Background: an optimization exercise with open tools, aiming at small area. Do not read the settings as production practice. Only simulation tests tie the RTL to the original design; equivalence was not proved.

==> run F <==
// LSTM_HEAD
module LSTM_HEAD (
    input  wire        clk,
    input  wire        rst,
    input  wire        valid,
    input  wire [13:0] h_1,
    input  wire [13:0] h_2,
    input  wire [13:0] h_3,
    input  wire [13:0] h_4,
    input  wire [13:0] h_5,
    output reg  [1:0]  OUTX,
    output wire [13:0] SCORE_1,
    output wire [13:0] SCORE_2,
    output wire [13:0] SCORE_3,
    output wire [13:0] SCORE_4
);
==> flow/config.mk <==
export PLATFORM = sky130hd
export DESIGN_NAME = LSTM_HEAD
export DESIGN_NICKNAME = LSTM_HEAD
export VERILOG_FILES = /design/flow/design.v
export SDC_FILE = /design/flow/constraint.sdc
export NUM_CORES = 4
export LEC_CHECK = 0
export ABC_AREA = 1
export CAP_MARGIN = 10
export CORE_MARGIN = 2
export CORE_UTILIZATION = 50
export SLEW_MARGIN = 10
export SYNTH_HIERARCHICAL = 1
export SYNTH_MINIMUM_KEEP_SIZE = 0
==> flow/constraint.sdc <==
create_clock -name core_clock -period 20.0 [get_ports {clk}]
set_input_delay 4.0000 -clock core_clock [delete_from_list [all_inputs] [get_ports {clk}]]
set_output_delay 4.0000 -clock core_clock [all_outputs]
set_load 0.01 [all_outputs]
standard.sh (not shown) runs the stock make flow with config.mk's settings and CLKGATE_MAP_FILE= SYNTH_SCRIPT=/design/flow/synth_recipe.tcl, a recipe that flattens the netlist after the stock synthesis.
==> flow/flow/run.sh <==
#!/bin/bash
# Own layout flow: the standard flow (standard.sh), with three changes in how
# the layout is made:
#  - Yosys's ABC maps the combinational logic for area (strash; dch; map -a)
#    instead of for speed; registers are mapped before ABC runs, so they keep
#    the standard synthesis's names and cells;
#  - the port buffers are sky130_fd_sc_hd__buf_1 cells;
#  - clock tree synthesis inserts no dummy loads.
set -euo pipefail
here=$(pwd)
rm -rf "$here/scripts_area"
mkdir -p "$here/scripts_area"
cp -r "$FLOW_HOME/scripts/." "$here/scripts_area/"
cp "$here/flow/abc_area.script" "$here/scripts_area/abc_area.script"
bash standard.sh finish ABC_AREA=1 SCRIPTS_DIR="$here/scripts_area" \
  "BUFFER_PORTS_ARGS=-buffer_cell sky130_fd_sc_hd__buf_1" \
  "CTS_ARGS=-sink_clustering_enable -repair_clock_nets -buf_list sky130_fd_sc_hd__clkbuf_8 -sink_clustering_size 24 -dont_use_dummy_load" \
  > "$here/orfs_make.log" 2>&1 || { tail -50 "$here/orfs_make.log"; exit 1; }
tail -5 "$here/orfs_make.log"
==> flow/flow/abc_area.script <==
strash
dch
map -a
==> run P: changes against run F <==
--- a/flow/flow/run.sh
+++ b/flow/flow/run.sh
@@ -15,5 +15,5 @@
 bash standard.sh finish ABC_AREA=1 SCRIPTS_DIR="$here/scripts_area" \
   "BUFFER_PORTS_ARGS=-buffer_cell sky130_fd_sc_hd__buf_1" \
-  "CTS_ARGS=-sink_clustering_enable -repair_clock_nets -buf_list sky130_fd_sc_hd__clkbuf_8 -sink_clustering_size 24 -dont_use_dummy_load" \
+  "CTS_ARGS=-sink_clustering_enable -repair_clock_nets -buf_list sky130_fd_sc_hd__clkbuf_8 -dont_use_dummy_load" \
   > "$here/orfs_make.log" 2>&1 || { tail -50 "$here/orfs_make.log"; exit 1; }
 tail -5 "$here/orfs_make.log"
--- a/flow/config.mk
+++ b/flow/config.mk
@@ -7,8 +7,8 @@
 export LEC_CHECK = 0
 export ABC_AREA = 1
-export CAP_MARGIN = 10
+export CAP_MARGIN = 20
 export CORE_MARGIN = 2
 export CORE_UTILIZATION = 50
-export SLEW_MARGIN = 10
+export SLEW_MARGIN = 20
 export SYNTH_HIERARCHICAL = 1
 export SYNTH_MINIMUM_KEEP_SIZE = 0
==> comparison <==
Hold slack is about the same in run F and run P.
In via count, run P and run F hardly differ.
In final area, run F and run P hardly differ.
Cell count is about the same in run P and run F.
In die area, run F and run P do not differ.
Against run F, the non-clock buffer count of run P is higher by 1.
In synthesized cell count, run P and run F do not differ.

* * *

==> trial 89: inputs <==
LSTM_HEAD, a different RTL version from the one above (not shown whole).
Design LSTM_HEAD, start of the top module:
module LSTM_HEAD (
    input  wire        clk,
    input  wire        rst,
    input  wire        valid,
    input  wire [13:0] h_1,
    input  wire [13:0] h_2,
    input  wire [13:0] h_3,
    input  wire [13:0] h_4,
    input  wire [13:0] h_5,
    output reg  [1:0]  OUTX,
    output wire [13:0] SCORE_1,
    output wire [13:0] SCORE_2,
    output wire [13:0] SCORE_3,
    output wire [13:0] SCORE_4
);
localparam [13:0] M1 = 14'd12053;    
localparam [13:0] RY1 = 14'd12096;   
localparam [11:0] RZ1 = 12'd533;   
localparam [13:0] M2 = 14'd225;    
localparam [13:0] RY2 = 14'd15784;   
localparam [11:0] RZ2 = 12'd344;   
localparam [13:0] M3 = 14'd3754;    
localparam [13:0] RY3 = 14'd12786;   
localparam [11:0] RZ3 = 12'd470;   
localparam [13:0] M4 = 14'd8300;    
localparam [13:0] RY4 = 14'd8840;   
localparam [11:0] RZ4 = 12'd690;   
wire [13:0] p_1, p_2, p_3, p_4;
wire n0;
wire n1;
wire n2;
wire n3;
wire n4;
wire n5;
wire n6;
wire n7;
wire n8;
wire n9;
wire n10;
wire n11;
wire n12;
wire n13;
wire n14;
wire n15;
wire n16;
wire n17;
wire n18;
wire n19;
wire n20;
wire n21;
wire n22;
wire n23;
wire n24;
wire n25;
wire n26;
wire n27;
wire n28;
wire n29;
wire n30;
wire n31;
wire n32;
wire n33;
  ...
==> flow/config.mk <==
export PLATFORM = sky130hd
export DESIGN_NAME = LSTM_HEAD
export DESIGN_NICKNAME = LSTM_HEAD
export VERILOG_FILES = /design/flow/design.v
export SDC_FILE = /design/flow/constraint.sdc
export NUM_CORES = 4
export LEC_CHECK = 0
export ABC_AREA = 1
export CAP_MARGIN = 20
export CORE_MARGIN = 2
export CORE_UTILIZATION = 50
export SLEW_MARGIN = 20
export SYNTH_HIERARCHICAL = 1
export SYNTH_MINIMUM_KEEP_SIZE = 0
==> flow/constraint.sdc <==
create_clock -name core_clock -period 20.0 [get_ports {clk}]
set_input_delay 4.0000 -clock core_clock [delete_from_list [all_inputs] [get_ports {clk}]]
set_output_delay 4.0000 -clock core_clock [all_outputs]
set_load 0.01 [all_outputs]
==> flow/flow/run.sh <==
#!/bin/bash
# Own layout flow: the standard flow (standard.sh), with three changes in how
# the layout is made:
#  - Yosys's ABC maps the combinational logic for area (strash; dch; map -a)
#    instead of for speed; registers are mapped before ABC runs, so they keep
#    the standard synthesis's names and cells;
#  - the port buffers are sky130_fd_sc_hd__buf_1 cells;
#  - clock tree synthesis inserts no dummy loads.
set -euo pipefail
here=$(pwd)
rm -rf "$here/scripts_area"
mkdir -p "$here/scripts_area"
cp -r "$FLOW_HOME/scripts/." "$here/scripts_area/"
cp "$here/flow/abc_area.script" "$here/scripts_area/abc_area.script"
bash standard.sh finish ABC_AREA=1 SCRIPTS_DIR="$here/scripts_area" \
  "BUFFER_PORTS_ARGS=-buffer_cell sky130_fd_sc_hd__buf_4" \
  "CTS_ARGS=-sink_clustering_enable -repair_clock_nets -buf_list sky130_fd_sc_hd__clkbuf_8 -sink_clustering_max_diameter 60 -dont_use_dummy_load" \
  > "$here/orfs_make.log" 2>&1 || { tail -50 "$here/orfs_make.log"; exit 1; }
tail -5 "$here/orfs_make.log"
Scripts as last shown in full above: flow/flow/abc_area.script
==> inputs of trial 78, as changes to trial 89 <==
--- a/flow/flow/run.sh
+++ b/flow/flow/run.sh
@@ -15,3 +15,3 @@
 bash standard.sh finish ABC_AREA=1 SCRIPTS_DIR="$here/scripts_area" \
-  "BUFFER_PORTS_ARGS=-buffer_cell sky130_fd_sc_hd__buf_4" \
+  "BUFFER_PORTS_ARGS=-buffer_cell sky130_fd_sc_hd__buf_1" \
   "CTS_ARGS=-sink_clustering_enable -repair_clock_nets -buf_list sky130_fd_sc_hd__clkbuf_8 -sink_clustering_max_diameter 60 -dont_use_dummy_load" \
==> inputs of build 51, as changes to trial 89 <==
--- a/flow/flow/run.sh
+++ b/flow/flow/run.sh
@@ -15,3 +15,3 @@
 bash standard.sh finish ABC_AREA=1 SCRIPTS_DIR="$here/scripts_area" \
-  "BUFFER_PORTS_ARGS=-buffer_cell sky130_fd_sc_hd__buf_4" \
+  "BUFFER_PORTS_ARGS=-buffer_cell sky130_fd_sc_hd__buf_2" \
   "CTS_ARGS=-sink_clustering_enable -repair_clock_nets -buf_list sky130_fd_sc_hd__clkbuf_8 -sink_clustering_max_diameter 60 -dont_use_dummy_load" \
==> run summary <==
quantity	build 51	trial 78	trial 89
Non-clock buffers	161	188	165
DP Wirelength	90700 um	90000 um	91400 um
Inserted Diodes	1	0	0
Worst path max stage delay	570 ps	550 ps	630 ps
Pin count of the biggest net entering global routing	88	61	90
Routed wire length per instance	27.0 um	26.7 um	27.1 um
Setup ws final	3100 ps	2990 ps	3170 ps
Layout overhead on the synthesized area	6.69%	6.78%	7.74%
Worst reg2reg endpoint	z1_1[11]	z1_4[11]	z1_3[11]
Met3 routed wirelength	9670 um	9560 um	9380 um
Wire length of the first global-routing pass	165000 um	164000 um	167000 um
Number of cell instances on the worst register-to-register path	40	42	41
Total vias in the final route	24100	24300	24200
Status	timing/DRC/antenna clean	timing/DRC/antenna clean	timing/DRC/antenna clean
Worst-case hold slack	333 ps	308 ps	310 ps
Crit-path max FO	7	7	5
All-Layer GR Usage	33.4%	33.1%	33.6%
Critical path data required time	20460 ps	20430 ps	20450 ps
Share of the final layout cell area in sequential cells	11.3%	11.3%	11.2%
Fraction of layout cells with a size suffix above 1	9.57%	6.25%	9.65%
Maximum clock frequency	59.2 MHz	58.8 MHz	59.4 MHz
Post-route clock period utilization	84.5%	85.0%	84.1%
Dpl ws	2580 ps	2530 ps	2690 ps

==> afterwards: timing with drivers on the ports <==
How much do the figures lean on ideal ports? The routed layouts below were timed once more, with nothing changed but the port constraints.
Step 1 (the two cells are an assumption about what drives the block):
set clk [get_ports {clk}]
set_driving_cell -lib_cell sky130_fd_sc_hd__clkbuf_16 $clk
set_driving_cell -lib_cell sky130_fd_sc_hd__buf_2 [delete_from_list [all_inputs] $clk]
Step 2 adds t to the input delays and takes it off the output delays; t is the mean of the earliest and latest rising clock arrival at the registers after step 1. Input paths then give back, and output paths get back, about the clock's delay inside the block.
Three values: no drivers, after step 1, after step 2; two values: the first two.
run | t, ns | slack for setup (ns) | worst slew at a driven data input, ns
run F | 0.536 | 3.532 / 3.557 / 3.021 | 0.05
run P | 0.538 | 3.539 / 3.564 / 3.027 | 0.05
trial 89 | 0.561 | 3.170 / 3.207 / 2.646 | 0.05
trial 78 | 0.559 | 2.993 / 3.027 / 2.468 | 0.04
build 51 | 0.585 | 3.100 / 3.129 / 2.544 | 0.06
After both steps every run listed still meets setup and hold. The setup slack of build 51, which loses most, moves by +0.029 ns with the drivers and by -0.556 ns with both steps.
